This is an optimization exercise on Yosys and OpenROAD, whose aim is small area, not a production implementation. Only simulation tests tie the RTL to the original design; equivalence was not proved.

Setup of main:
==> module axi4_slave_wrap, before the edit <==
module axi4_slave_wrap (
    input  logic        ACLK,
    input  logic        load,
    input  logic        first,
    input  logic [31:0] A,
    input  logic [7:0]  L,
    input  logic [1:0]  S,
    output logic [11:0] A_q,
    output logic [2:0]  wend,
    output logic [1:0]  wstart
);
    function automatic [7:0] dstep(input [7:0] R, input b, input [7:0] Lv, input integer w);
        logic [8:0] R2, s, nl;
        logic c;
        R2 = {R, b};
        for (int k = 0; k < 9; k++)
            if (k > w) R2[k] = 1'b0;
        nl = ~{1'b0, Lv};
        c  = 1'b0;                        
        for (int k = 0; k < 9; k++) begin
            s[k] = R2[k] ^ nl[k] ^ c;
            c    = (R2[k] & nl[k]) | (R2[k] & c) | (nl[k] & c);
        end
        dstep = c ? s[7:0] : R2[7:0];     
        for (int k = 0; k < 8; k++)
            if (k > w) dstep[k] = 1'b0;
    endfunction
    logic [7:0] R_q;
    logic [7:0] h [0:8];
    always_comb begin
        h[0] = 8'd0;
        for (int i = 0; i < 8; i++)
            h[i+1] = dstep(h[i], A[31-i], L, i);
    end
    wire [11:0] bits = first ? A[23:12] : A_q;
    logic [7:0] r [0:12];
    always_comb begin
        r[0] = first ? h[8] : R_q;
        for (int i = 0; i < 12; i++)
            r[i+1] = dstep(r[i], bits[11-i], L, 8);
    end
    always_ff @(posedge ACLK) begin
        if (load) begin
            R_q <= r[12];
            A_q <= A[11:0];
        end
    end
    wire [7:0] rm = (S == 2'd0) ? r[12] : (S == 2'd1) ? r[11] : r[10];
    wire [7:0] X8 = (S == 2'd0) ? A_q[7:0] : (S == 2'd1) ? A_q[8:1] : A_q[9:2];
    wire hz = (S == 2'd0) ? (A_q[11:8] == 4'h0) : (S == 2'd1) ? (A_q[11:9] == 3'h0) : (A_q[11:10] == 2'h0);
    wire ho = (S == 2'd0) ? (A_q[11:8] == 4'hf) : (S == 2'd1) ? (A_q[11:9] == 3'h7) : (A_q[11:10] == 2'h3);
    logic [8:0] s9;
    always_comb begin
        logic c;
        logic [7:0] n, nr;
        nr = ~rm;
        c  = 1'b1;
        for (int k = 0; k < 8; k++) begin           
            n[k] = L[k] ^ nr[k] ^ c;
            c    = (L[k] & nr[k]) | (L[k] & c) | (nr[k] & c);
        end
        c = 1'b1;
        for (int k = 0; k < 8; k++) begin           
            s9[k] = X8[k] ^ n[k] ^ c;
            c     = (X8[k] & n[k]) | (X8[k] & c) | (n[k] & c);
        end
        s9[8] = c;
    end
    wire lo_ok = (s9[7:3] == 5'd0) &&
                 ((S == 2'd0) ? (s9[2:0] != 3'd0 && (!s9[2] || s9[1:0] == 2'd0)) :
                  (S == 2'd1) ? (!s9[2] && s9[1:0] != 2'd0 && s9[1:0] != 2'd3) :
                                (s9[2:0] == 3'd1));
    wire hit = lo_ok && ((hz && !s9[8]) || (ho && s9[8]));
    wire [1:0] Z = X8[1:0] - rm[1:0];
    always_comb begin
        wend   = 3'd0;
        wstart = 2'd0;
        if (hit) begin
            case (S)
                2'd0:    begin wend = s9[2:0];         wstart = Z;            end
                2'd1:    begin wend = {s9[1:0], 1'b0}; wstart = {Z[0], 1'b0}; end
                default: begin wend = 3'd4;            wstart = 2'd0;         end
            endcase
        end
    end
endmodule
export LEC_CHECK = 0
export CAP_MARGIN = 5
export CORE_MARGIN = 2
export CORE_UTILIZATION = 40
export PLACE_DENSITY = 0.6
export SLEW_MARGIN = 5
create_clock -name core_clock -period 200.0 [get_ports {ACLK}]
standard.sh (not shown) runs the stock make flow with config.mk's settings and CLKGATE_MAP_FILE= SYNTH_SCRIPT=/design/flow/synth_recipe.tcl, a recipe that flattens the netlist after the stock synthesis.
==> flow/flow/run.sh <==
#!/bin/bash
# Standard ORFS layout with three changes, each tool logging to its own file:
#  - synthesis maps the logic with an area-oriented ABC script (flow/abc_area.script)
#    instead of ORFS's delay-oriented one; everything else in synthesis is unchanged,
#    so the registers are the standard synthesis's;
#  - each port gets the smallest buffer (buf_1) instead of clkdlybuf4s50_1;
#  - the clock tree uses smaller clock buffers and no dummy loads.
set -e
HERE=$(pwd)
rm -rf scripts_area
cp -r "$FLOW_HOME/scripts" scripts_area
cp flow/abc_area.script scripts_area/abc_speed.script
export SCRIPTS_DIR=$HERE/scripts_area
export BUFFER_PORTS_ARGS="-buffer_cell sky130_fd_sc_hd__buf_1"
export CTS_ARGS="-sink_clustering_enable -repair_clock_nets -dont_use_dummy_load -buf_list sky130_fd_sc_hd__clkbuf_4 -sink_clustering_size 10 -sink_clustering_max_diameter 40"
bash standard.sh > standard.log 2>&1
==> flow/flow/abc_area.script <==
strash
balance
rewrite
refactor
balance
rewrite
rewrite -z
balance
refactor -z
rewrite -z
balance
dch -f
amap -m
topo
### main -> the feature branch
--- a/flow/design.v
+++ b/flow/design.v
@@ -334,32 +334,30 @@
         end
         dstep = c ? s[7:0] : R2[7:0];     
         for (int k = 0; k < 8; k++)
             if (k > w) dstep[k] = 1'b0;
     endfunction
     logic [7:0] R_q;
-    logic [7:0] h [0:8];
-    always_comb begin
-        h[0] = 8'd0;
-        for (int i = 0; i < 8; i++)
-            h[i+1] = dstep(h[i], A[31-i], L, i);
+    wire [8*9-1:0] h;
+    assign h[7:0] = 8'd0;
+    for (genvar i = 0; i < 8; i++) begin : g_hi
+        assign h[8*(i+1) +: 8] = dstep(h[8*i +: 8], A[31-i], L, i);
     end
     wire [11:0] bits = first ? A[23:12] : A_q;
-    logic [7:0] r [0:12];
-    always_comb begin
-        r[0] = first ? h[8] : R_q;
-        for (int i = 0; i < 12; i++)
-            r[i+1] = dstep(r[i], bits[11-i], L, 8);
+    wire [8*13-1:0] r;
+    assign r[7:0] = first ? h[8*8 +: 8] : R_q;
+    for (genvar i = 0; i < 12; i++) begin : g_lo
+        assign r[8*(i+1) +: 8] = dstep(r[8*i +: 8], bits[11-i], L, 8);
     end
     always_ff @(posedge ACLK) begin
         if (load) begin
-            R_q <= r[12];
+            R_q <= r[8*12 +: 8];
             A_q <= A[11:0];
         end
     end
-    wire [7:0] rm = (S == 2'd0) ? r[12] : (S == 2'd1) ? r[11] : r[10];
+    wire [7:0] rm = (S == 2'd0) ? r[8*12 +: 8] : (S == 2'd1) ? r[8*11 +: 8] : r[8*10 +: 8];
     wire [7:0] X8 = (S == 2'd0) ? A_q[7:0] : (S == 2'd1) ? A_q[8:1] : A_q[9:2];
     wire hz = (S == 2'd0) ? (A_q[11:8] == 4'h0) : (S == 2'd1) ? (A_q[11:9] == 3'h0) : (A_q[11:10] == 2'h0);
     wire ho = (S == 2'd0) ? (A_q[11:8] == 4'hf) : (S == 2'd1) ? (A_q[11:9] == 3'h7) : (A_q[11:10] == 2'h3);
     logic [8:0] s9;
     always_comb begin
         logic c;
==> comparison <==
Relative to main, the feature branch degrades total wire length after detailed routing. Via count went up slightly going from main to the feature branch. On setup slack, main beats the feature branch. From the feature branch to main, core footprint did not move at all. Summary of the feature branch over main: number of violations reported at the end of detailed-routing iteration 0 fell 94; area of the multi-input gates was more or less identical; share of the core filled with cells barely changed.

-- separate check: timing with driven ports --
How much do the figures lean on ideal ports? The routed layouts below were timed once more, with nothing changed but the port constraints.
Step 1, drivers: a clkbuf_16 drives ACLK and a buf_2 each remaining input, both assumed.
Step 2 also shifts input and output timing later by t, the mid clock arrival at the registers, as if the neighbouring blocks saw the same clock.
Slacks: no drivers / after step 1 / after step 2; pairs: no drivers / after step 1.
run | t (ns) | setup WS [ns] | clock arrival spread, ns
main | 0.741 | 100.738 / 100.707 / 99.966 | 0.125 / 0.124
the feature branch | 0.778 | 99.987 / 100.005 / 99.226 | 0.161 / 0.161
After both steps setup and hold are still met in every run listed. For main, which loses most, drivers alone change the setup slack by -0.031 ns; drivers and shift together by -0.772 ns.
